Background: an optimization exercise with open tools, aiming at small area, a short achievable clock period and few clock cycles. Do not read the settings as production practice.
At most, simulation tests tie the RTL to the original design; equivalence was not proved.
No functional check of the RTL was part of runs 1 and 2.
Power is estimated from default activity; no workload was simulated.

==> flow/design.v <==
`timescale 1ns / 1ps
module Pipelined_CPU(
  input         clk,
  input         rst_n,
  output [6:0]  imem_addr,
  input  [31:0] imem_data,
  output [6:0]  dmem_addr,
  output [31:0] dmem_wdata,
  output        dmem_we,
  input  [31:0] dmem_rdata
);
  reg  [6:0]  FA;           
  reg  [6:0]  IA;           
  reg  [6:0]  IA1;          
  reg         AV;           
  reg  [31:0] IR;           
  reg  [6:0]  XPC;          
  reg         XV;           
  reg  [6:0]  EPC;          
  reg  [31:0] SA, SB;       
  reg  [6:0]  DA;           
  reg  [6:0]  FAO;          
  reg  [31:0] M_res;        
  reg  [31:0] M_wd;         
  reg  [4:0]  M_dst;
  reg         M_wr, M_ld, M_st;
  reg  [31:0] W_res;
  reg  [4:0]  W_dst;
  reg         W_wr, W_ld;
  reg  [31:0] rf [0:31];
  reg  [31:0] rv;           
  assign imem_addr  = FAO;
  assign dmem_addr  = DA;
  assign dmem_wdata = M_wd;
  assign dmem_we    = M_st;
  localparam C_SUB = 0, C_RT = 1, C_AND = 2, C_OR = 3, C_XOR = 4, C_NOR = 5,
             C_SLT = 6, C_STU = 7, C_SH = 8, C_LUI = 9, C_SUM = 10, C_SLL = 11,
             C_SRA = 12, C_UA = 13, C_UB = 14, NCTL = 15;
  function [NCTL-1:0] decode(input [31:0] w);
    reg [5:0] o, f;
    reg rt0, fadd, fsub, fand, f_or, fxor, fnor, fsll, fsrl, fsra, fslt, fstu, fjr, ralu;
    reg iadd, islt, istu, iand, i_or, ixor, ilui, ilw, isw, ialu, ibr2, ibr1;
    begin
      o = w[31:26];
      f = w[5:0];
      rt0  = (o == 6'h00);
      fadd = rt0 & (f[5:1] == 5'b10000);
      fsub = rt0 & (f[5:1] == 5'b10001);
      fand = rt0 & (f == 6'h24);
      f_or = rt0 & (f == 6'h25);
      fxor = rt0 & (f == 6'h26);
      fnor = rt0 & (f == 6'h27);
      fsll = rt0 & (f == 6'h04);
      fsrl = rt0 & (f == 6'h06);
      fsra = rt0 & (f == 6'h07);
      fslt = rt0 & (f == 6'h2A);
      fstu = rt0 & (f == 6'h2B);
      fjr  = rt0 & (f == 6'h08);
      ralu = fadd | fsub | fand | f_or | fxor | fnor | fsll | fsrl | fsra | fslt | fstu;
      iadd = (o[5:1] == 5'b00100);
      islt = (o == 6'h0A);
      istu = (o == 6'h0B);
      iand = (o == 6'h0C);
      i_or = (o == 6'h0D);
      ixor = (o == 6'h0E);
      ilui = (o == 6'h0F);
      ilw  = (o == 6'h23);
      isw  = (o == 6'h2B);
      ialu = iadd | islt | istu | iand | i_or | ixor;
      ibr2 = (o == 6'h04) | (o == 6'h05);
      ibr1 = (o == 6'h06) | (o == 6'h07) | ((o == 6'h01) & (w[20:17] == 4'd0));
      decode[C_SUB] = fsub | fslt | fstu | islt | istu;
      decode[C_RT]  = rt0;
      decode[C_AND] = fand | iand;
      decode[C_OR]  = f_or | i_or;
      decode[C_XOR] = fxor | ixor;
      decode[C_NOR] = fnor;
      decode[C_SLT] = fslt | islt;
      decode[C_STU] = fstu | istu;
      decode[C_SH]  = fsll | fsrl | fsra;
      decode[C_LUI] = ilui;
      decode[C_SUM] = ~(fand | iand | f_or | i_or | fxor | ixor | fnor | fslt | islt |
                        fstu | istu | fsll | fsrl | fsra | ilui);
      decode[C_SLL] = fsll;
      decode[C_SRA] = fsra;
      decode[C_UA]  = ralu | fjr | ialu | ilw | isw | ibr2 | ibr1;
      decode[C_UB]  = ralu | isw | ibr2;
    end
  endfunction
  reg [NCTL-1:0] CTL;
  wire [5:0] op = IR[31:26];
  wire [4:0] rs = IR[25:21];
  wire [4:0] rt = IR[20:16];
  wire [4:0] rd = IR[15:11];
  wire [5:0] fn = IR[5:0];
  wire [31:0] imm = {{16{IR[15]}}, IR[15:0]};
  wire rtype   = CTL[C_RT];
  wire is_jr   = (op == 6'h00) & (fn == 6'h08);
  wire r_alu   = (op == 6'h00) & ((fn[5:3] == 3'b100) | (fn[5:1] == 5'b10101) |
                                  (fn == 6'h04) | (fn == 6'h06) | (fn == 6'h07));
  wire i_alu   = (op[5:3] == 3'b001) & (op != 6'h0F);
  wire i_lui   = CTL[C_LUI];
  wire is_lw   = (op == 6'h23);
  wire is_sw   = (op == 6'h2B);
  wire is_beq  = (op == 6'h04);
  wire is_bne  = (op == 6'h05);
  wire is_blez = (op == 6'h06);
  wire is_bgtz = (op == 6'h07);
  wire is_bltz = (op == 6'h01) & (rt == 5'd0);
  wire is_bgez = (op == 6'h01) & (rt == 5'd1);
  wire is_j    = (op == 6'h02);
  wire useA = CTL[C_UA];
  wire useB = CTL[C_UB];
  wire wreg = r_alu | i_alu | i_lui | is_lw;
  wire [4:0] dst = rtype ? rd : rt;
  wire mA = M_wr & (M_dst == rs);
  wire mB = M_wr & (M_dst == rt);
  wire wA = W_wr & (W_dst == rs);
  wire wB = W_wr & (W_dst == rt);
  wire stall = XV & ((useA & (mA ? M_ld : (wA & W_ld))) |
                     (useB & (mB ? M_ld : (wB & W_ld))));
  wire xexec = XV & ~stall;
  reg  [31:0] rfA, rfB;
  integer k;
  always @(*) begin
    rfA = 32'd0;
    rfB = 32'd0;
    for (k = 0; k < 32; k = k + 1) begin
      rfA = rfA | ({32{SA[k]}} & rf[k]);
      rfB = rfB | ({32{SB[k]}} & rf[k]);
    end
  end
  wire rvA = |(SA & rv);
  wire rvB = |(SB & rv);
  wire sMA = mA;
  wire sWA = ~mA & wA;
  wire sRA = ~mA & ~wA & rvA;
  wire sMB = mB;
  wire sWB = ~mB & wB;
  wire sRB = ~mB & ~wB & rvB;
  wire [31:0] opA = ({32{sMA}} & M_res) | ({32{sWA}} & W_res) | ({32{sRA}} & rfA);
  wire [31:0] opB = ({32{sMB}} & M_res) | ({32{sWB}} & W_res) | ({32{sRB}} & rfB);
  wire        use_imm = ~rtype;
  wire [31:0] srcB = ({32{sMB & rtype}} & M_res) | ({32{sWB & rtype}} & W_res) |
                     ({32{sRB & rtype}} & rfB) | ({32{use_imm}} & imm);
  wire        sub = CTL[C_SUB];
  wire [31:0] bx  = srcB ^ {32{sub}};
  function [31:0] carries(input [31:0] g, input [31:0] p, input cin);
    reg [31:0] G, P, Gn, Pn;
    integer l, i, j;
    begin
      G = g;
      P = p;
      G[0] = g[0] | (p[0] & cin);
      for (l = 0; l < 5; l = l + 1) begin
        Gn = G;
        Pn = P;
        for (i = 0; i < 32; i = i + 1) begin
          if ((i >> l) & 1) begin
            j = ((i >> (l + 1)) << (l + 1)) + (1 << l) - 1;
            Gn[i] = G[i] | (P[i] & G[j]);
            Pn[i] = P[i] & P[j];
          end
        end
        G = Gn;
        P = Pn;
      end
      carries = G;
    end
  endfunction
  wire [31:0] pg = opA & bx;
  wire [31:0] pp = opA ^ bx;
  wire [31:0] cy = carries(pg, pp, sub);
  wire [31:0] sum  = pp ^ {cy[30:0], sub};
  wire        lt_s = (opA[31] ^ srcB[31]) ? opA[31] : sum[31];
  wire        lt_u = ~cy[31];
  function [31:0] rev32(input [31:0] x);
    integer k;
    begin
      for (k = 0; k < 32; k = k + 1) rev32[k] = x[31 - k];
    end
  endfunction
  wire        f_sll  = CTL[C_SLL];
  wire [31:0] sh_in  = f_sll ? rev32(opB) : opB;
  wire        fill   = CTL[C_SRA] & opB[31];
  wire        sh_big = |opA[31:5];
  wire [63:0] sh_ext = {{32{fill}}, sh_in} >> opA[4:0];
  wire [31:0] sh_r   = sh_big ? {32{fill}} : sh_ext[31:0];
  wire [31:0] sh_out = f_sll ? rev32(sh_r) : sh_r;
  wire r_and = CTL[C_AND];
  wire r_or  = CTL[C_OR];
  wire r_xor = CTL[C_XOR];
  wire f_nor = CTL[C_NOR];
  wire r_slt = CTL[C_SLT];
  wire r_stu = CTL[C_STU];
  wire r_sh  = CTL[C_SH];
  wire r_sum = CTL[C_SUM];
  wire [31:0] alu = ({32{r_and}} & pg) | ({32{r_or}} & (pg | pp)) | ({32{r_xor}} & pp) |
                    ({32{f_nor}} & ~(pg | pp)) | ({32{r_sh}} & sh_out) |
                    ({32{i_lui}} & {IR[15:0], 16'd0}) | ({32{r_sum}} & sum) |
                    {31'd0, (r_slt & lt_s) | (r_stu & lt_u)};
  wire eq   = (opA == opB);
  wire zer  = (opA == 32'd0);
  wire neg  = opA[31];
  wire taken = (is_beq & eq) | (is_bne & ~eq) | (is_blez & (neg | zer)) |
               (is_bgtz & ~(neg | zer)) | (is_bltz & neg) | (is_bgez & ~neg);
  wire [6:0] pc1  = XPC + 7'd1;
  wire [6:0] btgt = pc1 + IR[6:0];
  wire [6:0] xnext = is_jr ? opA[6:0] : is_j ? IR[6:0] : taken ? btgt : pc1;
  wire s_epc = ~XV;
  wire s_jr  = XV & ~stall & is_jr;
  wire s_j   = XV & ~stall & is_j;
  wire s_bt  = XV & ~stall & ~is_jr & ~is_j & taken;
  wire s_pc1 = XV & ~(s_jr | s_j | s_bt);
  wire [6:0] expc = ({7{s_epc}} & EPC) | ({7{s_jr}} & opA[6:0]) | ({7{s_j}} & IR[6:0]) |
                    ({7{s_bt}} & btgt) | ({7{s_pc1}} & pc1);
  wire ia_hit = (s_epc & (IA == EPC)) | (s_jr & (IA == opA[6:0])) | (s_j & (IA == IR[6:0])) |
                (s_bt & (IA == btgt)) | (s_pc1 & (IA == pc1));
  wire fa_hit = (s_epc & (FA == EPC)) | (s_jr & (FA == opA[6:0])) | (s_j & (FA == IR[6:0])) |
                (s_bt & (FA == btgt)) | (s_pc1 & (FA == pc1));
  wire accept = AV & ~stall & ia_hit;
  wire [5:0] iop = imem_data[31:26];
  wire       ibr = (iop == 6'h04) | (iop == 6'h05) | (iop == 6'h06) | (iop == 6'h07) |
                   ((iop == 6'h01) & (imem_data[20:17] == 4'd0));
  wire       ij  = (iop == 6'h02);
  wire       ipt = ij | (ibr & imem_data[6]);
  wire [6:0] itgt = ij ? imem_data[6:0] : (IA1 + imem_data[6:0]);
  localparam NB = 2;
  localparam NBB = (NB > 1) ? $clog2(NB) : 1;
  reg  [6:0] bt_tag [0:NB-1];
  reg  [6:0] bt_tgt [0:NB-1];
  reg  [NB-1:0] bt_v;
  wire [NBB-1:0] fidx = (NB > 1) ? FA[NBB-1:0] : 0;
  wire [NBB-1:0] xidx = (NB > 1) ? XPC[NBB-1:0] : 0;
  wire       bhit  = bt_v[fidx] & (bt_tag[fidx] == FA);
  wire [6:0] bpred = bhit ? bt_tgt[fidx] : FA + 7'd1;
  wire       xtk   = xexec & (is_jr | is_j | taken);
  wire [6:0] fdist   = FA - IA1;
  wire       fa_same = ij ? (imem_data[6:0] == FA) : (imem_data[6:0] == fdist);
  wire       redir   = ipt & ~fa_same;
  wire [6:0] fa_next = accept ? (redir ? itgt : bpred) : (fa_hit ? bpred : expc);
  always @(posedge clk or negedge rst_n) begin
    if (!rst_n) bt_v <= 0;
    else if (xtk) bt_v[xidx] <= 1'b1;
  end
  always @(posedge clk) begin
    if (xtk) begin
      bt_tag[xidx] <= XPC;
      bt_tgt[xidx] <= xnext;
    end
  end
  always @(posedge clk or negedge rst_n) begin
    if (!rst_n) begin
      FA  <= 7'd0;
      AV  <= 1'b0;
      XV  <= 1'b0;
      EPC <= 7'd0;
      M_wr <= 1'b0;
      W_wr <= 1'b0;
    end else begin
      FA  <= fa_next;
      AV  <= 1'b1;
      if (!stall) XV <= accept;
      if (xexec) EPC <= xnext;
      M_wr <= xexec & wreg;
      W_wr <= M_wr;
    end
  end
  always @(posedge clk) begin
    IA  <= FA;
    IA1 <= FA + 7'd1;
    IR  <= ir_n;
    CTL <= decode(ir_n);
    SA  <= 32'd1 << ir_n[25:21];
    SB  <= 32'd1 << ir_n[20:16];
    if (!stall) XPC <= IA;
    DA  <= sum[8:2];
    FAO  <= rst_n ? fa_next : 7'd0;
    M_st <= rst_n & xexec & is_sw;
    M_res <= alu;
    M_wd  <= opB;
    M_dst <= dst;
    M_ld  <= is_lw;
    W_res <= M_res;
    W_dst <= M_dst;
    W_ld  <= M_ld;
  end
  wire [31:0] ir_n = stall ? IR : imem_data;
  wire [31:0] wdata = W_ld ? dmem_rdata : W_res;
  always @(posedge clk) begin
    if (W_wr) rf[W_dst] <= wdata;
  end
  always @(posedge clk or negedge rst_n) begin
    if (!rst_n) rv <= 32'd0;
    else if (W_wr) rv[W_dst] <= 1'b1;
  end
endmodule
==> flow/flow/run.sh <==
#!/bin/bash
# Layout flow for this design: the standard ORFS flow (standard.sh, with
# the standard synthesis and the design's constraint.sdc unchanged), with
#  - the setup repair steps (floorplan, CTS, global route) asked for a larger
#    setup margin, so that they size and buffer the logic for speed instead of
#    stopping as soon as the 22 ns constraint is met;
#  - a plain buf_4 as the port buffer on every input and output;
#  - larger clock-tree sink clusters (fewer clock buffers).
# Each tool's full output is in orfs/logs/...; the make output is in flow.log.
set -euo pipefail
bash standard.sh \
  SETUP_SLACK_MARGIN=16.3 \
  "BUFFER_PORTS_ARGS=-buffer_cell sky130_fd_sc_hd__buf_4" \
  CTS_CLUSTER_SIZE=24 \
  CTS_CLUSTER_DIAMETER=150 \
  finish > flow.log 2>&1
==> flow/standard.sh <==
#!/bin/bash
# synth_recipe.tcl (not shown) runs the flow's synth.tcl, then flattens the netlist and writes it again
# the make line also repeats each setting of config.mk as NAME=value (left out here)
make -C /OpenROAD-flow-scripts/flow DESIGN_CONFIG=/design/flow/config.mk WORK_HOME=/design/flow/orfs CLKGATE_MAP_FILE= SYNTH_SCRIPT=/design/flow/synth_recipe.tcl "${@:-finish}"
==> flow/config.mk <==
export PLATFORM = sky130hd
export DESIGN_NAME = Pipelined_CPU
export DESIGN_NICKNAME = Pipelined_CPU
export VERILOG_FILES = /design/flow/design.v
export SDC_FILE = /design/flow/constraint.sdc
export NUM_CORES = 8
export LEC_CHECK = 0
export CAP_MARGIN = 20
export CORE_MARGIN = 2
export CORE_UTILIZATION = 40
export SETUP_SLACK_MARGIN = 1.0
export SLEW_MARGIN = 20
==> flow/constraint.sdc <==
create_clock -name core_clock -period 22.0 [get_ports {clk}]
set_input_delay 4.4000 -clock core_clock [delete_from_list [all_inputs] [get_ports {clk}]]
set_output_delay 4.4000 -clock core_clock [all_outputs]
set_load 0.01 [all_outputs]
==> results of run 1 <==
## per-layer routing
| metal | global-route usage, % | part of all wire (%) |
|---|---|---|
| met1 | 46.3 | 33 |
| met2 | 54.4 | 40 |
| met3 | 19.0 | 17 |
| met4 | 27.2 | 9.7 |
| met5 | 0.272 | 0.048 |
## worst max-delay path by stage
| stage | startpoint | to | slack [ns] | cells after the start |
|---|---|---|---|---|
| 6_report | SA[18] | M_res[30] | 16.07 | 22 |
| 2_1_floorplan | imem_data[31] | FAO[1] | 15.61 | 11 |
| 3_3_place_gp | SA[28] | M_res[30] | 14.07 | 24 |
| 4_1_cts | imem_data[30] | FAO[3] | 16.14 | 12 |
| 5_1_grt | SB[20] | M_res[30] | 15.97 | 27 |
| 3_5_place_dp | SA[28] | M_res[30] | 14.03 | 24 |
## Yosys cell counts (20+ instances only)
cell type and n:
a21o_1 49, edfxtp_1 1069, nor4_1 74, ha_1 74
or4_1 37, mux2i_1 173, xnor2_1 152, nor3_1 43
dfxtp_1 238, o21ai_0 75, a22o_1 40, and2_1 20
a221oi_1 57, nand4_1 255, nand3_1 88, a21oi_1 116
inv_1 142, nor2_1 208, buf_1 56, mux2_2 59
dfrtp_1 52, a222oi_1 50, nand2_1 158, a22oi_1 1008
buf_2 22, clkbuf_1 253, xor2_1 68
## final cells by class
cell class / count / share of cell area (%)
diodes: 9 / 0.0308
clock buffers: 94 / 2.49
clock inverters: 7 / 0.139
inverters: 147 / 0.773
multi-input cells: 3061 / 32.5
flip-flops and latches: 1359 / 52.5
well taps: 2044 / 3.50
repair buffers: 574 / 8.02
## power breakdown
group | switching (µW) | total (µW) | internal, µW
clock | 870 | 1460 | 592
combinational | 624 | 1010 | 389
sequential | 111 | 2980 | 2870
total | 1600 | 5460 | 3850
## layout by cell type (no fill, tap or decap), types with 17 or more instances in the layout
| cell type | n |
|---|---|
| a21o_1 | 49 |
| a21oi_1 | 93 |
| a21oi_2 | 22 |
| a221oi_1 | 41 |
| a221oi_2 | 20 |
| a222oi_1 | 50 |
| a22o_1 | 40 |
| a22oi_1 | 983 |
| a22oi_2 | 25 |
| buf_12 | 62 |
| buf_4 | 430 |
| buf_6 | 32 |
| buf_8 | 20 |
| clkbuf_1 | 25 |
| clkbuf_16 | 79 |
| dfrtp_1 | 52 |
| dfxtp_1 | 162 |
| dfxtp_2 | 43 |
| dfxtp_4 | 33 |
| edfxtp_1 | 1069 |
| ha_1 | 70 |
| inv_1 | 140 |
| mux2_2 | 56 |
| mux2i_1 | 168 |
| nand2_1 | 155 |
| nand3_1 | 85 |
| nand4_1 | 255 |
| nor2_1 | 160 |
| nor2_4 | 42 |
| nor3_1 | 38 |
| nor4_1 | 43 |
| nor4_4 | 20 |
| o21ai_0 | 65 |
| or4_1 | 22 |
| or4_4 | 17 |
| xnor2_1 | 148 |
| xor2_1 | 68 |
## sequential cells by signal, summed over array words and instances, names as in the netlist, 14 cells and up
register / cells
rv: 32
IR: 32
SA: 32
bt_tgt: 14
M_wd: 32
rf: 1024
W_res: 32
CTL: 15
bt_tag: 14
SB: 32
M_res: 32
## timing repair
item	CTS	global route
pin swaps	52	88
gates cloned	7	11
gates resized for setup	258	212
setup buffers	134	95
setup endpoints to repair	101	73
hold buffers	0	0
## cells by family after synthesis
family          Yosys count
mux                     244
xor+xnor                220
fa+ha+maj                80
flops                  1359
buf+inv                 486
simple gates            977
other cells               1
compound gates         1537
## stage by stage
stage	total power, µW	setup slack [ns]	instances	util (%)
2_1_floorplan	3570	15.61	4904	-
3_3_place_gp	3920	14.07	6931	43.1
3_5_place_dp	3930	14.03	6938	43.2
4_1_cts	5360	16.14	7180	46.0
5_1_grt	5580	15.97	7286	47.3
6_report	5460	16.07	7295	47.3
==> results.txt, run 1 <==
hold_sp=M_res[19]; fraction of registers with async set/reset=3.83%; Power Density=roughly 75 nW/µm²; status=timing/DRC/antenna clean; worst hold path type=reg -> reg; reg2reg start=SA[18]; clk sinks=between 1000 and 1500; startpoint types=register; final worst path period share=a little over a quarter; largest family of logic cells by synthesized area=compound AO/OA/AOI/OAI gates; layout cells sized above 1=between 10% and 20%; vias in the first global route=50400; Crit path required time=roughly 23 ns; Multi-input gate area=between 20000 and 25000 µm²; sequential cell area=~38000 µm²; Synth Area in XOR/XNOR=under 10%; pin count of the biggest net entering global routing=62; Core Footprint=~150000 µm²; Die Y=roughly 400 µm; worst path bufs/invs=2; critical path class=reg -> reg; Seq/Total Area, Yosys=61.2%; initial antenna violation count=18; total number of vias=approximately 55000; Reg2Reg Depth=22; vias per inst=7.51; max-cap viol count=0; fin. max-slew vios=0; worst-path maximum fanout=21; WHS=roughly 0.39 ns; TritonCTS Buffers=67; Synth Area in Adders=1.68%; RSZ-0062 raised after global routing=yes; EDFF count, synth=between 1000 and 1500; minimum clock period=5.93 ns; clock latency (worst-skew pair)=0.77 ns; setup violators final=0; fillcell total=13500; Clk pin slew, worst setup/hold paths=approximately 0.11 ns; Synth Flop Type=edfxtp_1; DR WL/cell=around 44 µm; Cell Chain, Critical Path=buf_6 -> a22oi_1 -> nand4_1 -> or4_1 -> a222oi_1 -> bufbuf_16 -> fa_2 -> nor2b_2 -> o21ai_2 -> a21boi_2 -> o21ai_2 -> a211oi_2 -> o211ai_1 -> o311a_1 -> nand4b_1 -> a221o_1 -> a21o_1 -> a31oi_4 -> o31ai_4 -> a311oi_2 -> a21oi_1 -> a211o_1; Layout Skew=~0.050 ns; area grow syn2layout=17.1%; clock root cell=clkbuf_16; CTS tree=built; Slew @ Worst Pin=approximately 1.2 ns; Detailed Place HPWL=189000 µm; row count=approximately 140; DR DRC count=0; first-pass GRT wire length=424000 µm; Syn Std Cell Area=around 62000 µm²; crit-path most repeated cell=o21ai_2; ranking of synthesized cells by area=edfxtp_1, a22oi_1, dfxtp_1; post-route ant nets=0; # IOs=roughly 110; worst-case hold path end point=W_res[19]; Compound-Gate Fraction of Synth Area=around 18%; synthesized netlist net count=5050; Worst path slowest cell=or4_1; Yosys top cell area share=between 50% and 60%; Hold Violations, Final=0; endpoint class of the critical path=register; r2r endpoint=M_res[30]; cells after synthesis=a little under 5000; Yosys reg bits=1359; RePlAce Congestion=between 1 and 1.5; DRT iter0 DRCs=about 13000; GRT Total Usage=38.8%; Remaining Overflow, GRT=0; Synth cell types=85; WP data arrival=about 6.6 ns; H-tree levels=3; Yosys top cell by area=edfxtp_1; Worst Hold Depth=0; placed instance area=between 60000 and 70000 µm²; relative slew slack=around a fifth; Syn. warnings=1; Worst VDD drop=61.5 µV; fin nets=5356; Die Wd=about 400 µm; Crit path max-delay family=compound AO/OA/AOI/OAI gates; leakage power=around 0.025 µW; sum of negative setup slack=0 ns; drt first pass iters=15; multiplexer share of the synthesized area=4.27%; post-route cell area=between 70000 and 80000 µm²; Clock Path Buffers=3; FF-to-FF setup slack=between 15 and 20 ns; final wirelength=roughly 320000 µm; syn avg cell area=roughly 13 µm²; die area=approximately 160000 µm²; port buffer count=112; CP peak stage delay=roughly 0.60 ns; Initial Utilization=about two fifths; simple-gate share of the synthesized area=8.34%; Max Clk Rate=about 170 MHz
==> run 2: changes to the inputs <==
--- a/flow/design.v
+++ b/flow/design.v
@@ -19,7 +19,6 @@
   reg  [6:0]  EPC;          
   reg  [31:0] SA, SB;       
   reg  [6:0]  DA;           
-  reg  [6:0]  FAO;          
   reg  [31:0] M_res;        
   reg  [31:0] M_wd;         
   reg  [4:0]  M_dst;
@@ -29,7 +28,7 @@
   reg         W_wr, W_ld;
   reg  [31:0] rf [0:31];
   reg  [31:0] rv;           
-  assign imem_addr  = FAO;
+  assign imem_addr  = FA;
   assign dmem_addr  = DA;
   assign dmem_wdata = M_wd;
   assign dmem_we    = M_st;
@@ -256,6 +255,7 @@
       XV  <= 1'b0;
       EPC <= 7'd0;
       M_wr <= 1'b0;
+      M_st <= 1'b0;
       W_wr <= 1'b0;
     end else begin
       FA  <= fa_next;
@@ -263,6 +263,7 @@
       if (!stall) XV <= accept;
       if (xexec) EPC <= xnext;
       M_wr <= xexec & wreg;
+      M_st <= xexec & is_sw;
       W_wr <= M_wr;
     end
   end
@@ -274,9 +275,7 @@
     SA  <= 32'd1 << ir_n[25:21];
     SB  <= 32'd1 << ir_n[20:16];
     if (!stall) XPC <= IA;
-    DA  <= sum[8:2];
-    FAO  <= rst_n ? fa_next : 7'd0;
-    M_st <= rst_n & xexec & is_sw;
+    if (xexec & (is_lw | is_sw)) DA <= sum[8:2];
     M_res <= alu;
     M_wd  <= opB;
     M_dst <= dst;
==> flow/run.sh (new file) <==
#!/bin/bash
# synth_recipe.tcl (not shown) runs the flow's synth.tcl, then flattens the netlist and writes it again
# the make line also repeats each setting of config.mk as NAME=value (left out here)
make -C /OpenROAD-flow-scripts/flow DESIGN_CONFIG=/design/flow/config.mk WORK_HOME=/design/flow/orfs CLKGATE_MAP_FILE= SYNTH_SCRIPT=/design/flow/synth_recipe.tcl finish
removed: flow/flow/run.sh
removed: flow/standard.sh
==> results.txt, run 2 <==
status=timing/DRC/antenna clean; Initial Utilization=40.4%; critical path class=reg -> reg; die area=159000 µm²; # resized after CTS=0; Synth top cells by count=edfxtp_1, a22oi_1, nor2_1; setup slack after layout=roughly 14 ns; area grow syn2layout=14.8%; commonest non-fill, non-tap cell in the layout=edfxtp_1; Power Density=between 80 and 90 nW/µm²; Hold Buf Count CTS=0; Syn. warnings=1; fillcell total=13600; clock latency (worst-skew pair)=0.81 ns; Detailed Place HPWL=180000 µm; first-pass GRT wire length=413000 µm; clk sinks=~1400; Crit path required time=22.70 ns; fin. max-slew vios=0; Largest Register=rf; Synth Flop Type=edfxtp_1; grt met3 use=between 10% and 20%; sum of negative setup slack=0 ns; relative slew slack=between 10% and 20%; # IOs=around 110; GRT met2 Usage=52.3%; setup bufs post-CTS=0; Syn Std Cell Area=~62000 µm²; setup violators final=0; Worst VDD drop=between 90 and 100 µV; Hold Violations, Final=0; leakage power=~0.024 µW; initial antenna violation count=20; endpoint class of the critical path=register; port buffer count=between 100 and 150; Clock Path Buffers=3; fin nets=a little over 5000; Yosys top cell by area=edfxtp_1; Core Footprint=155000 µm²; Layout Skew=between 0.03 and 0.04 ns; Die Wd=between 300 and 400 µm; met1 usage=a little under half; synthesized netlist net count=5060; WP data arrival=~9.0 ns; ranking of synthesized cells by area=edfxtp_1, a22oi_1, dfxtp_1; count leader, synth=edfxtp_1; cells after synthesis=roughly 4900; row count=144; worst-path maximum fanout=28; Yosys reg bits=approximately 1400; Max Clk Rate=120 MHz; most frequent cells in the layout=edfxtp_1, a22oi_1, nor2_1; drt first pass iters=12; Clk pin slew, worst setup/hold paths=0.06 ns; DR DRC count=0; syn avg cell area=~13 µm²; EDFF count, synth=between 1000 and 1500; RSZ-0062 raised after global routing=no; Slew @ Worst Pin=approximately 1.3 ns; Synth cell types=90; RePlAce Congestion=approximately 1; final wirelength=just over 300000 µm; max-cap viol count=0; minimum clock period=8.31 ns; CP peak stage delay=between 0.9 and 1 ns; startpoint types=register; vias per inst=7.52; Die Y=~400 µm; Remaining Overflow, GRT=0; GRT Total Usage=between 30 and 40%; Worst path slowest cell=a222oi_1; post-place setup slack=roughly 14 ns; layer carrying the most global-route usage=met2; layout cells sized above 1=approximately 13%; final worst path period share=a little under two fifths; max reg flops=1024; crit-path most repeated cell=buf_4; DR WL/cell=approximately 43 µm; vias in the first global route=about 50000; fraction of registers with async set/reset=3.92%; worst hold path type=reg -> reg; Seq/Total Area, Yosys=approximately 60%; post-route ant nets=0; CTS tree=built; Yosys top cell area share=51.8%; Power Total=between 6000 and 7000 µW; total number of vias=between 50000 and 60000; DRT iter0 DRCs=13200; pin count of the biggest net entering global routing=54; H-tree levels=4; clock root cell=clkbuf_16; TritonCTS Buffers=about 140
-- run 2: cell types whose count changed after synthesis, moves of 12 or more --
| cell | previous run | this run |
|---|---|---|
| nand3_1 | 88 | 110 |
| mux4_2 | 12 | 26 |
| nand4_1 | 255 | 216 |
| mux2i_1 | 173 | 131 |
| buf_2 | 22 | 34 |
| nand2_1 | 158 | 143 |
| nor2_1 | 208 | 263 |
| dfxtp_1 | 238 | 223 |
| a22o_1 | 40 | 75 |
| a221oi_1 | 57 | 90 |
| a22oi_1 | 1008 | 930 |
| a222oi_1 | 50 | 64 |
-- run 2: worst paths after layout --
path	startpoint	endpoint	slack (ns)	depth (start not counted)
max	SB[8]	M_res[31]	13.69	26
min	M_res[1]	W_res[1]	0.38	0
max reg2reg	SB[8]	M_res[31]	13.69	26
min reg2reg	M_res[1]	W_res[1]	0.38	0
max in group asynchronous	rst_n	rv[25]	17.63	2
min in group asynchronous	rst_n	bt_v[0]	3.77	2
-- run 2: per-stage QoR --
stage	util [%]	std cells	hold slack (ns)	instance area, µm²
floorplan	-	4914	0.349	62400
global placement	43.2	6942	0.358	66800
CTS	46.3	7199	0.376	71500
finish	46.3	7210	0.382	71600
global route	46.3	7200	0.389	71600
detailed placement	43.3	6947	0.354	66900
-- run 2: cell families after synthesis --
| group | count (synthesis) | share of synthesized area, % |
|---|---|---|
| compound gates | 1569 | 18.9 |
| mux | 212 | 4.04 |
| simple gates | 987 | 8.13 |
| xor+xnor | 220 | 3.09 |
| flops | 1352 | 61.0 |
| fa+ha+maj | 81 | 1.69 |
| other cells | 1 | 0.00601 |
| buf+inv | 492 | 3.10 |
-- run 2: area by class of cell --
class                           instances  area (µm²)  area share [%]
Sequential cell                      1352       38200            53.3
Multi-Input combinational cell       3070       22900            31.9
Clock buffer                          174        3820            5.33
Timing Repair Buffer                  328        2830            3.94
Tap cell                             2044        2560            3.57
Clock inverter                         78         790            1.10
Inverter                              154         578           0.807
Antenna cell                           10        25.0          0.0349
-- run 2: where the power goes --
part           switching (µW)  leakage, µW  internal, µW
Combinational             614      0.00990           358
Sequential                131       0.0123          2860
Clock                    1070      0.00225          1370
-- run 2: per-layer routing --
| layer | vias to the layer above | part of all wire [%] | wire length (µm) |
|---|---|---|---|
| met5 | - | 0.096 | 297 |
| met4 | 29 | 8.4 | 25800 |
| met3 | 1721 | 18 | 54800 |
| met2 | 5967 | 40 | 123000 |
| met1 | 26300 | 34 | 105000 |
| li1 | 20200 | - | - |
-- run 2: critical path: cells and delay by family (launching register included) --
| family | cells | cell delay [ns] |
|---|---|---|
| AND/OR/NAND/NOR | 5 | 1.08 |
| buffers and inverters | 3 | 0.98 |
| flip-flops | 1 | 0.54 |
| multiplexers | 1 | 0.38 |
| XOR/XNOR | 1 | 0.11 |
| AO/OA/AOI/OAI | 15 | 4.71 |
| adder cells (fa/ha/maj) | 1 | 0.34 |
==> run 3: changes to the inputs <==
--- a/flow/design.v
+++ b/flow/design.v
@@ -12,6 +12,7 @@
   reg  [6:0]  FA;           
   reg  [6:0]  IA;           
   reg  [6:0]  IA1;          
+  reg         BH;           
   reg         AV;           
   reg  [31:0] IR;           
   reg  [6:0]  XPC;          
@@ -19,6 +20,7 @@
   reg  [6:0]  EPC;          
   reg  [31:0] SA, SB;       
   reg  [6:0]  DA;           
+  reg  [6:0]  FAO;          
   reg  [31:0] M_res;        
   reg  [31:0] M_wd;         
   reg  [4:0]  M_dst;
@@ -28,7 +30,7 @@
   reg         W_wr, W_ld;
   reg  [31:0] rf [0:31];
   reg  [31:0] rv;           
-  assign imem_addr  = FA;
+  assign imem_addr  = FAO;
   assign dmem_addr  = DA;
   assign dmem_wdata = M_wd;
   assign dmem_we    = M_st;
@@ -144,32 +146,15 @@
                      ({32{sRB & rtype}} & rfB) | ({32{use_imm}} & imm);
   wire        sub = CTL[C_SUB];
   wire [31:0] bx  = srcB ^ {32{sub}};
-  function [31:0] carries(input [31:0] g, input [31:0] p, input cin);
-    reg [31:0] G, P, Gn, Pn;
-    integer l, i, j;
-    begin
-      G = g;
-      P = p;
-      G[0] = g[0] | (p[0] & cin);
-      for (l = 0; l < 5; l = l + 1) begin
-        Gn = G;
-        Pn = P;
-        for (i = 0; i < 32; i = i + 1) begin
-          if ((i >> l) & 1) begin
-            j = ((i >> (l + 1)) << (l + 1)) + (1 << l) - 1;
-            Gn[i] = G[i] | (P[i] & G[j]);
-            Pn[i] = P[i] & P[j];
-          end
-        end
-        G = Gn;
-        P = Pn;
-      end
-      carries = G;
-    end
-  endfunction
   wire [31:0] pg = opA & bx;
   wire [31:0] pp = opA ^ bx;
-  wire [31:0] cy = carries(pg, pp, sub);
+  wire [31:0] g0 = {pg[31:1], pg[0] | (pp[0] & sub)};
+  wire [31:0] g1, g2, g3, g4, cy, p1, p2, p3, p4, p5;
+  pfx_level #(0) pl0 (.g(g0), .p(pp), .go(g1), .po(p1));
+  pfx_level #(1) pl1 (.g(g1), .p(p1), .go(g2), .po(p2));
+  pfx_level #(2) pl2 (.g(g2), .p(p2), .go(g3), .po(p3));
+  pfx_level #(3) pl3 (.g(g3), .p(p3), .go(g4), .po(p4));
+  pfx_level #(4) pl4 (.g(g4), .p(p4), .go(cy), .po(p5));
   wire [31:0] sum  = pp ^ {cy[30:0], sub};
   wire        lt_s = (opA[31] ^ srcB[31]) ? opA[31] : sum[31];
   wire        lt_u = ~cy[31];
@@ -224,20 +209,17 @@
   wire       ij  = (iop == 6'h02);
   wire       ipt = ij | (ibr & imem_data[6]);
   wire [6:0] itgt = ij ? imem_data[6:0] : (IA1 + imem_data[6:0]);
-  localparam NB = 2;
-  localparam NBB = (NB > 1) ? $clog2(NB) : 1;
-  reg  [6:0] bt_tag [0:NB-1];
-  reg  [6:0] bt_tgt [0:NB-1];
-  reg  [NB-1:0] bt_v;
-  wire [NBB-1:0] fidx = (NB > 1) ? FA[NBB-1:0] : 0;
-  wire [NBB-1:0] xidx = (NB > 1) ? XPC[NBB-1:0] : 0;
+  reg  [6:0] bt_tag [0:1];
+  reg  [6:0] bt_tgt [0:1];
+  reg  [1:0] bt_v;
+  wire       fidx = FA[0];
+  wire       xidx = XPC[0];
   wire       bhit  = bt_v[fidx] & (bt_tag[fidx] == FA);
   wire [6:0] bpred = bhit ? bt_tgt[fidx] : FA + 7'd1;
   wire       xtk   = xexec & (is_jr | is_j | taken);
-  wire [6:0] fdist   = FA - IA1;
-  wire       fa_same = ij ? (imem_data[6:0] == FA) : (imem_data[6:0] == fdist);
-  wire       redir   = ipt & ~fa_same;
+  wire       redir   = ipt & ~BH;
   wire [6:0] fa_next = accept ? (redir ? itgt : bpred) : (fa_hit ? bpred : expc);
+  wire       bh_next = bhit & (accept ? ~redir : fa_hit);
   always @(posedge clk or negedge rst_n) begin
     if (!rst_n) bt_v <= 0;
     else if (xtk) bt_v[xidx] <= 1'b1;
@@ -251,19 +233,19 @@
   always @(posedge clk or negedge rst_n) begin
     if (!rst_n) begin
       FA  <= 7'd0;
+      BH  <= 1'b0;
       AV  <= 1'b0;
       XV  <= 1'b0;
       EPC <= 7'd0;
       M_wr <= 1'b0;
-      M_st <= 1'b0;
       W_wr <= 1'b0;
     end else begin
       FA  <= fa_next;
+      BH  <= bh_next;
       AV  <= 1'b1;
       if (!stall) XV <= accept;
       if (xexec) EPC <= xnext;
       M_wr <= xexec & wreg;
-      M_st <= xexec & is_sw;
       W_wr <= M_wr;
     end
   end
@@ -275,7 +257,9 @@
     SA  <= 32'd1 << ir_n[25:21];
     SB  <= 32'd1 << ir_n[20:16];
     if (!stall) XPC <= IA;
-    if (xexec & (is_lw | is_sw)) DA <= sum[8:2];
+    DA  <= sum[8:2];
+    FAO  <= rst_n ? fa_next : 7'd0;
+    M_st <= rst_n & xexec & is_sw;
     M_res <= alu;
     M_wd  <= opB;
     M_dst <= dst;
@@ -294,3 +278,23 @@
     else if (W_wr) rv[W_dst] <= 1'b1;
   end
 endmodule
+module pfx_level #(parameter L = 0) (
+  input  [31:0] g,
+  input  [31:0] p,
+  output [31:0] go,
+  output [31:0] po
+);
+  genvar i;
+  generate
+    for (i = 0; i < 32; i = i + 1) begin : b
+      if (((i >> L) & 1) == 1) begin : c
+        localparam integer J = ((i >> (L + 1)) << (L + 1)) + (1 << L) - 1;
+        assign go[i] = g[i] | (p[i] & g[J]);
+        assign po[i] = p[i] & p[J];
+      end else begin : n
+        assign go[i] = g[i];
+        assign po[i] = p[i];
+      end
+    end
+  endgenerate
+endmodule
--- a/flow/config.mk
+++ b/flow/config.mk
@@ -8,5 +8,7 @@
 export CAP_MARGIN = 20
 export CORE_MARGIN = 2
 export CORE_UTILIZATION = 40
+export CTS_CLUSTER_DIAMETER = 120
+export CTS_CLUSTER_SIZE = 20
 export SETUP_SLACK_MARGIN = 1.0
 export SLEW_MARGIN = 20
==> results.txt, run 3 <==
multiplexer share of the synthesized area=4.07%; DR DRC count=0; Core Footprint=about 150000 µm²; Yosys top cell area share=around half; TritonCTS Buffers=between 70 and 80; critical path class=reg -> reg; simple-gate share of the synthesized area=under 10%; CP peak stage delay=approximately 0.96 ns; synthesized netlist net count=roughly 5000; cells after synthesis=~4900; Seq/Total Area, Yosys=between 60% and 70%; status=timing/DRC/antenna clean; setup violators final=0; clock latency (worst-skew pair)=roughly 0.76 ns; Detailed Place HPWL=177000 µm; Initial Utilization=between 40% and 50%; most frequent cells in the layout=edfxtp_1, a22oi_1, nand4_1; port buffer count=112; worst-path maximum fanout=26; # IOs=approximately 110; RePlAce Congestion=about 1.0; largest family of logic cells by synthesized area=compound AO/OA/AOI/OAI gates; Synth top cells by count=edfxtp_1, a22oi_1, clkbuf_1; count leader, synth=edfxtp_1; fin. max-slew vios=0; Yosys reg bits=~1400; Crit path max-delay family=compound AO/OA/AOI/OAI gates; clk sinks=around 1400; commonest non-fill, non-tap cell in the layout=edfxtp_1; Die Wd=398 µm; syn avg cell area=roughly 13 µm²; Synth Area in Adders=1.53%; Power Density=~80 nW/µm²; vias in the first global route=49100; setup bufs post-CTS=0; Largest Register=rf; Syn. warnings=1; clock root cell=clkbuf_16; Hold Buf Count CTS=0; die area=~160000 µm²; area grow syn2layout=10.4%; final worst path period share=34.6%; WP data arrival=~8.2 ns; Worst VDD drop=between 70 and 80 µV; total number of vias=about 53000; Die Y=approximately 400 µm; Synth Flop Type=edfxtp_1; minimum clock period=between 7 and 8 ns; DRT iter0 DRCs=between 10000 and 15000; drt first pass iters=13; Layout Skew=a little over 0.06 ns; leakage power=0.0227 µW; first-pass GRT wire length=approximately 410000 µm; worst hold path type=reg -> reg; Hold Violations, Final=0; worst path bufs/invs=1; # resized after CTS=0; H-tree levels=3; startpoint types=register; post-route ant nets=0; layout cells sized above 1=between 10% and 20%; ranking of synthesized cells by area=edfxtp_1, a22oi_1, dfxtp_1; Max Clk Rate=~130 MHz; Crit path required time=22.62 ns; row count=roughly 140; Synth cell types=97; Slew @ Worst Pin=around 1.3 ns; CTS tree=built; final core utilization=between 40 and 50%; Clock Path Buffers=3; fin nets=between 5000 and 6000; Yosys top cell by area=edfxtp_1; sum of negative setup slack=0 ns; Power Total=~5500 µW; crit-path most repeated cell=a21oi_1; Remaining Overflow, GRT=0; endpoint class of the critical path=register; fraction of registers with async set/reset=under 10%; GRT Total Usage=between 30 and 40%; relative slew slack=between 10% and 20%; EDFF count, synth=roughly 1100; FF-to-FF setup slack=roughly 14 ns; Syn Std Cell Area=a little over 60000 µm²; vias per inst=7.56; Synth Area in XOR/XNOR=about 2.8%; initial antenna violation count=18; Compound-Gate Fraction of Synth Area=about a fifth; RSZ-0062 raised after global routing=no; final wirelength=a little over 300000 µm; Worst path slowest cell=a222oi_1; max reg flops=between 1000 and 1500; max-cap viol count=0; pin count of the biggest net entering global routing=just over 80; Clk pin slew, worst setup/hold paths=roughly 0.10 ns; DR WL/cell=between 40 and 50 µm
==> run 3: cell families after synthesis <==
logic type      after synthesis
xor+xnor                    202
compound gates             1546
simple gates                979
flops                      1360
fa+ha+maj                    73
other cells                   1
buf+inv                     490
mux                         222
==> run 3: worst register-to-register path, delay by kind of cell (launching register included) <==
family | cells | cell delay (ns)
AO/OA/AOI/OAI | 14 | 4.22
adder cells (fa/ha/maj) | 1 | 0.27
flip-flops | 1 | 0.61
AND/OR/NAND/NOR | 7 | 1.78
XOR/XNOR | 2 | 0.35
buffers and inverters | 1 | 0.26
==> run 3: layout make-up <==
class / instances / area [µm²]
diodes: 11 / 27.5
clock buffers: 109 / 2090
clock inverters: 10 / 164
fillers: 14000 / 85500
inverters: 148 / 556
multi-input cells: 3023 / 22600
flip-flops and latches: 1360 / 38300
well taps: 2044 / 2560
repair buffers: 292 / 2460
==> run 3: per-layer routing <==
layer | up-vias | routed length, µm | GRT usage (%)
met4 | 16 | 26000 | 22.2
met2 | 5901 | 120000 | 51.7
li1 | 19700 | - | -
met3 | 1784 | 53700 | 18.6
met5 | - | 125 | 0
met1 | 25500 | 103000 | 45.4
==> run 3: where the power goes <==
group	switching, µW	leakage [µW]	internal (µW)
Combinational	571	0.00922	314
Sequential	142	0.0124	2890
Clock	894	0.00108	675
Total	1610	0.0227	3880
==> run 3: worst paths after layout <==
path | start | end | depth (start not counted)
max in group asynchronous | rst_n | rv[3] | 2
max reg2reg | W_dst[2] | M_res[0] | 25
max | W_dst[2] | M_res[0] | 25
min in group asynchronous | rst_n | FA[4] | 2
min reg2reg | M_res[1] | W_res[1] | 0
min | M_res[1] | W_res[1] | 0
==> run 3: per-stage QoR <==
stage,hold WS [ns],area (µm²),worst slack (ns),std cells
2_1_floorplan,0.342,62200,15.72,4873
3_3_place_gp,0.366,66400,14.88,6864
3_5_place_dp,0.363,66400,14.68,6866
4_1_cts,0.378,68600,14.64,6985
5_1_grt,0.382,68700,13.87,6986
6_report,0.383,68700,14.40,6997
Testbench counts of run 3, summed over its fixed seeds: cycles 45,979.
==> run 4: changes to the inputs <==
==> flow/flow/run.sh (new file) <==
#!/bin/bash
# Layout flow for this design: the standard ORFS flow (standard.sh, with
# the standard synthesis and the design's constraint.sdc unchanged), with
#  - the setup repair steps (floorplan, CTS, global route) asked for a larger
#    setup margin, so that they size and buffer the logic for speed instead of
#    stopping as soon as the 22 ns constraint is met;
set -euo pipefail
bash standard.sh \
  SETUP_SLACK_MARGIN=16.8 \
  "BUFFER_PORTS_ARGS=-buffer_cell sky130_fd_sc_hd__buf_4" \
  finish > flow.log 2>&1
==> flow/standard.sh (new file) <==
#!/bin/bash
# synth_recipe.tcl (not shown) runs the flow's synth.tcl, then flattens the netlist and writes it again
# the make line also repeats each setting of config.mk as NAME=value (left out here)
make -C /OpenROAD-flow-scripts/flow DESIGN_CONFIG=/design/flow/config.mk WORK_HOME=/design/flow/orfs CLKGATE_MAP_FILE= SYNTH_SCRIPT=/design/flow/synth_recipe.tcl "${@:-finish}"
--- a/flow/config.mk
+++ b/flow/config.mk
@@ -12,3 +12,4 @@
 export CTS_CLUSTER_SIZE = 20
 export SETUP_SLACK_MARGIN = 1.0
 export SLEW_MARGIN = 20
+export SYNTH_HIERARCHICAL = 1
removed: flow/run.sh
==> results.txt, run 4 <==
final core utilization=a little under half; # IOs=roughly 110; GRT Total Usage=about 38%; commonest non-fill, non-tap cell in the layout=edfxtp_1; die area=~160000 µm²; port buffer count=112; Initial Utilization=40.3%; placed instance area=approximately 67000 µm²; Hold Buf Count CTS=0; clk sinks=1360; Remaining Overflow, GRT=0; setup slack after layout=16.37 ns; DRT iter0 DRCs=about 14000; cells after synthesis=between 5000 and 6000; setup violators final=0; Core Footprint=between 150000 and 200000 µm²; pin count of the biggest net entering global routing=between 60 and 70; DR DRC count=0; final wirelength=about 330000 µm; sum of negative setup slack=0 ns; status=timing/DRC/antenna clean; max-cap viol count=0; vias in the first global route=between 50000 and 60000; Power Density=74.6 nW/µm²; Detailed Place HPWL=roughly 190000 µm; Cell Chain, Critical Path=buf_6; max reg flops=1024; worst path bufs/invs=1; initial antenna violation count=8; Worst VDD drop=approximately 63 µV; most frequent cells in the layout=edfxtp_1, a22oi_1, buf_4; Crit path required time=17.60 ns; Max Clk Rate=approximately 180 MHz; post-route cell area=roughly 74000 µm²; RePlAce Congestion=between 1 and 1.5; first-pass GRT wire length=about 430000 µm; fin. max-slew vios=0; Syn. warnings=7; critical path class=reg -> out; Die Y=approximately 400 µm; final worst path period share=around a quarter; Hold Violations, Final=0; post-route ant nets=0; startpoint types=register; total number of vias=approximately 56000; RSZ-0062 raised after global routing=yes; TritonCTS Buffers=between 70 and 80; leakage power=about 0.027 µW; drt first pass iters=16; row count=~150; Clk pin slew, worst setup/hold paths=about 0.090 ns; DR WL/cell=approximately 44 µm; fin nets=approximately 5400; vias per inst=7.49; syn avg cell area=approximately 13 µm²; H-tree levels=3; CTS tree=built; Placed Cells=between 7000 and 8000; minimum clock period=roughly 5.6 ns; synthesized netlist net count=~5300; Worst path slowest cell=dfxtp_4; CP peak stage delay=0.38 ns; Clock Path Buffers=3; clock latency (worst-skew pair)=just under 0.8 ns; Slew @ Worst Pin=~1.2 ns; area grow syn2layout=15.1%; Layout Skew=0.0644 ns; worst hold path type=reg -> reg; endpoint class of the critical path=output port; Die Wd=406 µm; Crit path max-delay family=flip-flops; relative slew slack=around 18%; clock root cell=clkbuf_16; worst-path maximum fanout=1; post-place setup slack=15.32 ns; layout cells sized above 1=approximately a fifth; Final Non-Filler Cells=7514; Syn Std Cell Area=~65000 µm²; Largest Register=rf; WP data arrival=1.23 ns
## run 4: what timing repair did
| action | CTS | global route |
|---|---|---|
| buffers inserted | 115 | 121 |
| pin swaps | 59 | 105 |
| setup endpoints to repair | 152 | 150 |
| gates cloned | 10 | 11 |
| resized for setup | 354 | 170 |
## run 4: power breakdown
group	total, µW	switching (µW)	leakage (µW)	internal (µW)
Combinational	938	590	0.0133	347
Clock	1610	905	0.00112	706
Sequential	2990	124	0.0124	2870
## run 4: final cells by class
class / count / area [µm²]
Tap cell: 2160 / 2700
Timing Repair Buffer: 544 / 5490
Timing Repair inverter: 1 / 5.00
Sequential cell: 1360 / 38400
Clock inverter: 9 / 170
Inverter: 152 / 588
Fill cell: 14300 / 86000
Multi-Input combinational cell: 3161 / 24800
Antenna cell: 7 / 17.5
Clock buffer: 120 / 2170
## run 4: routing by layer
| metal | up-vias | track usage, % | part of all wire, % |
|---|---|---|---|
| li1 | 20800 | - | - |
| met1 | 27200 | 45.0 | 32 |
| met2 | 6330 | 54.8 | 40 |
| met3 | 1962 | 18.0 | 17 |
| met4 | 20 | 25.0 | 9.8 |
| met5 | - | 0.565 | 0.12 |
## run 4: worst paths after layout
| path | startpoint | to | slack, ns | cells past startpoint |
|---|---|---|---|---|
| max in group asynchronous | rst_n | rv[15] | 17.62 | 1 |
| hold / removal | M_res[3] | W_res[3] | 0.37 | 0 |
| setup / recovery | FAO[3] | imem_addr[3] | 16.37 | 1 |
| hold reg to reg | M_res[3] | W_res[3] | 0.37 | 0 |
| min in group asynchronous | rst_n | EPC[4] | 3.74 | 1 |
| setup reg to reg | SA[18] | FAO[2] | 16.51 | 14 |
## run 4: through the flow
stage,power (µW),hold WS (ns)
floorplan,3510,0.336
global placement,3840,0.352
detailed placement,3840,0.362
CTS,5440,0.373
global route,5660,0.386
finish,5540,0.372
==> run 5: changes to the inputs <==
--- a/flow/design.v
+++ b/flow/design.v
@@ -15,7 +15,7 @@
   reg         BH;           
   reg         AV;           
   reg  [31:0] IR;           
-  reg  [6:0]  XPC;          
+  reg  [6:0]  XP1;          
   reg         XV;           
   reg  [6:0]  EPC;          
   reg  [31:0] SA, SB;       
@@ -188,7 +188,7 @@
   wire neg  = opA[31];
   wire taken = (is_beq & eq) | (is_bne & ~eq) | (is_blez & (neg | zer)) |
                (is_bgtz & ~(neg | zer)) | (is_bltz & neg) | (is_bgez & ~neg);
-  wire [6:0] pc1  = XPC + 7'd1;
+  wire [6:0] pc1  = XP1;
   wire [6:0] btgt = pc1 + IR[6:0];
   wire [6:0] xnext = is_jr ? opA[6:0] : is_j ? IR[6:0] : taken ? btgt : pc1;
   wire s_epc = ~XV;
@@ -212,10 +212,11 @@
   reg  [6:0] bt_tag [0:1];
   reg  [6:0] bt_tgt [0:1];
   reg  [1:0] bt_v;
-  wire       fidx = FA[0];
-  wire       xidx = XPC[0];
-  wire       bhit  = bt_v[fidx] & (bt_tag[fidx] == FA);
-  wire [6:0] bpred = bhit ? bt_tgt[fidx] : FA + 7'd1;
+  wire [6:0] FA1  = FA + 7'd1;
+  wire       fidx = FA1[0];
+  wire       xidx = XP1[0];
+  wire       bhit  = bt_v[fidx] & (bt_tag[fidx] == FA1);
+  wire [6:0] bpred = bhit ? bt_tgt[fidx] : FA1;
   wire       xtk   = xexec & (is_jr | is_j | taken);
   wire       redir   = ipt & ~BH;
   wire [6:0] fa_next = accept ? (redir ? itgt : bpred) : (fa_hit ? bpred : expc);
@@ -226,7 +227,7 @@
   end
   always @(posedge clk) begin
     if (xtk) begin
-      bt_tag[xidx] <= XPC;
+      bt_tag[xidx] <= XP1;
       bt_tgt[xidx] <= xnext;
     end
   end
@@ -256,7 +257,7 @@
     CTL <= decode(ir_n);
     SA  <= 32'd1 << ir_n[25:21];
     SB  <= 32'd1 << ir_n[20:16];
-    if (!stall) XPC <= IA;
+    if (!stall) XP1 <= IA1;
     DA  <= sum[8:2];
     FAO  <= rst_n ? fa_next : 7'd0;
     M_st <= rst_n & xexec & is_sw;
--- a/flow/flow/run.sh
+++ b/flow/flow/run.sh
@@ -6,6 +6,6 @@
 #    stopping as soon as the 22 ns constraint is met;
 set -euo pipefail
 bash standard.sh \
-  SETUP_SLACK_MARGIN=16.8 \
+  SETUP_SLACK_MARGIN=16.4 \
   "BUFFER_PORTS_ARGS=-buffer_cell sky130_fd_sc_hd__buf_4" \
   finish > flow.log 2>&1
--- a/flow/config.mk
+++ b/flow/config.mk
@@ -7,7 +7,7 @@
 export LEC_CHECK = 0
 export CAP_MARGIN = 20
 export CORE_MARGIN = 2
-export CORE_UTILIZATION = 40
+export CORE_UTILIZATION = 55
 export CTS_CLUSTER_DIAMETER = 120
 export CTS_CLUSTER_SIZE = 20
 export SETUP_SLACK_MARGIN = 1.0
==> results.txt, run 5 <==
post-route ant nets=0; area grow syn2layout=8.85%; status=timing/DRC/antenna clean; post-route cell area=around 70000 µm²; DR WL/cell=between 40 and 50 µm; fillcell total=a little over 9000; clk sinks=between 1000 and 1500; Hold Buf Count CTS=0; Worst VDD drop=between 70 and 80 µV; fin nets=roughly 5200; row count=125; syn avg cell area=between 10 and 15 µm²; critical path class=reg -> reg; leakage power=roughly 0.025 µW; Core Footprint=between 100000 and 150000 µm²; endpoint class of the critical path=register; RePlAce Congestion=1.00; clock root cell=clkbuf_16; Initial Utilization=55.5%; RSZ-0062 raised after global routing=yes; WP data arrival=between 6 and 7 ns; cells after synthesis=between 5000 and 6000; Syn Std Cell Area=approximately 65000 µm²; Worst Hold Depth=0; commonest non-fill, non-tap cell in the layout=edfxtp_1; vias per inst=around 8.2; DRT iter0 DRCs=13400; sequential cell area=38300 µm²; Detailed Place HPWL=between 150000 and 200000 µm; worst hold path type=reg -> reg; r2r endpoint=M_res[0]; Max Clk Rate=between 150 and 200 MHz; CTS tree=built; final wirelength=~300000 µm; most frequent cells in the layout=edfxtp_1, a22oi_1, nand4_1; H-tree levels=3; Die Y=around 350 µm; max-cap viol count=0; layout cells sized above 1=between 10% and 20%; DR DRC count=0; clock latency (worst-skew pair)=0.75 ns; first-pass GRT wire length=a little over 400000 µm; worst-path maximum fanout=19; Slew @ Worst Pin=between 1 and 1.5 ns; sum of negative setup slack=0 ns; die area=between 100000 and 150000 µm²; Final Non-Filler Cells=6619; synthesized netlist net count=approximately 5200; FF-to-FF setup slack=16.24 ns; minimum clock period=about 5.8 ns; vias in the first global route=50400; setup violators final=0; worst-case hold path end point=W_res[25]; TritonCTS Buffers=78; total number of vias=between 50000 and 60000; max reg flops=~1000; GRT Total Usage=about half; Die Wd=around 350 µm; startpoint types=register; Reg2Reg Depth=19; port buffer count=~110; reg2reg start=SB[12]; Clock Path Buffers=3; hold_sp=M_res[25]; Placed Cells=6452; # IOs=113; setup slack after layout=between 15 and 20 ns; Syn. warnings=7; Multi-input gate area=between 20000 and 25000 µm²; placed instance area=about 67000 µm²; fin. max-slew vios=0; Hold Violations, Final=0; Power Density=~76 nW/µm²; drt first pass iters=11; final worst path period share=26.2%; initial antenna violation count=14; Remaining Overflow, GRT=0; post-place setup slack=14.82 ns; Crit path required time=around 23 ns; Largest Register=rf; Layout Skew=0.0467 ns; Clk pin slew, worst setup/hold paths=0.10 ns; pin count of the biggest net entering global routing=53; relative slew slack=21.6%
-- run 5: per-layer routing --
metal	vias to the layer above	track usage (%)	wire, µm
met4	16	33.2	28600
met5	-	0	122
met1	26100	61.2	100000
met3	1820	21.4	52500
li1	20200	-	-
met2	5921	69.8	123000
-- run 5: timing repair --
item,4_1_cts,5_1_grt
setup buffers,11,24
pin swaps,12,26
resized for setup,116,106
endpoints found under the hold margin,0,0
gates cloned,1,0
setup endpoints to repair,107,96
-- run 5: cell type report --
type                       instances  share of cell area, %
clock inverter                     9                  0.244
tap                             1524                   2.71
antenna                            4                 0.0142
clock buffer                     118                   2.99
timing repair buffer             355                   4.41
inverter                         155                  0.844
multi-input combinational       3094                   34.2
sequential                      1360                   54.6
-- run 5: through the flow --
| stage | power, µW | utilization (%) | hold WS, ns |
|---|---|---|---|
| floorplan | 3450 | - | 0.336 |
| global placement | 3750 | 57.4 | 0.357 |
| detailed placement | 3750 | 57.4 | 0.360 |
| CTS | 5270 | 59.9 | 0.376 |
| global route | 5450 | 60.4 | 0.385 |
| finish | 5330 | 60.4 | 0.380 |
-- run 5: worst max path at each step --
stage	start	to	slack [ns]
floorplan	imem_data[27]	FAO[0]	15.64
global placement	imem_data[30]	FAO[0]	14.78
detailed placement	imem_data[30]	FAO[0]	14.82
CTS	SB[15]	M_res[0]	16.30
global route	SB[16]	M_res[0]	16.22
finish	SB[12]	M_res[0]	16.24
-- run 5: worst max-delay path, stage by stage, from the launching register on --
cell      delay (ns)
dfxtp_2         0.57
buf_4           0.44
a22oi_1         0.27
nand4_1         0.16
or4_1           0.63
a222oi_1        0.35
buf_4           0.30
nand2_1         0.08
o21ai_0         0.12
xnor2_1         0.15
ha_1            0.39
and2_1          0.18
and2_1          0.15
a21o_4          0.25
a21o_4          0.31
a21o_2          0.27
xor2_1          0.14
maj3_1          0.36
a221oi_1        0.30
o21ai_0         0.14
-- run 5: report_power, final --
group | leakage (µW) | internal (µW) | switching (µW)
logic | 0.0111 | 280 | 495
clock network | 0.00108 | 675 | 888
registers | 0.0124 | 2870 | 125
Testbench counts of run 5, summed over its fixed seeds: cycles 45,979.

afterwards: timing with drivers on the ports:
Ports are ideal in the flow. The routed layouts listed here were re-timed in OpenROAD. Step 1 (the two cells are an assumption about what drives the block):
set clk [get_ports {clk}]
set_driving_cell -lib_cell sky130_fd_sc_hd__clkbuf_16 $clk
set_driving_cell -lib_cell sky130_fd_sc_hd__buf_2 [delete_from_list [all_inputs] $clk]
Step 2 moves the port delays by t, midway between the first and last clock arrival at a register: inputs arrive t later, outputs are due t later. That takes back most of the time a late clock gives input paths. a / b / c = ideal / step 1 / step 2; a / b = the first two.
run | shift t [ns] | slack for setup (ns) | hold slack, ns | slew at the worst register clock pin (ns)
run 1 | 0.826 | 16.070 / 16.070 / 15.323 | 0.391 / 0.391 / 0.391 | 0.12 / 0.12
run 2 | 0.873 | 13.690 / 13.690 / 13.690 | 0.382 / 0.382 / 0.382 | 0.07 / 0.07
run 3 | 0.805 | 14.399 / 14.399 / 14.399 | 0.383 / 0.383 / 0.383 | 0.10 / 0.10
run 4 | 0.819 | 16.366 / 16.283 / 15.632 | 0.372 / 0.372 / 0.372 | 0.11 / 0.11
run 5 | 0.797 | 16.238 / 16.238 / 15.521 | 0.380 / 0.380 / 0.380 | 0.10 / 0.10
After both steps every run listed still meets setup and hold. For run 1, which loses most, drivers alone change the setup slack by 0.000 ns; drivers and shift together by -0.747 ns.
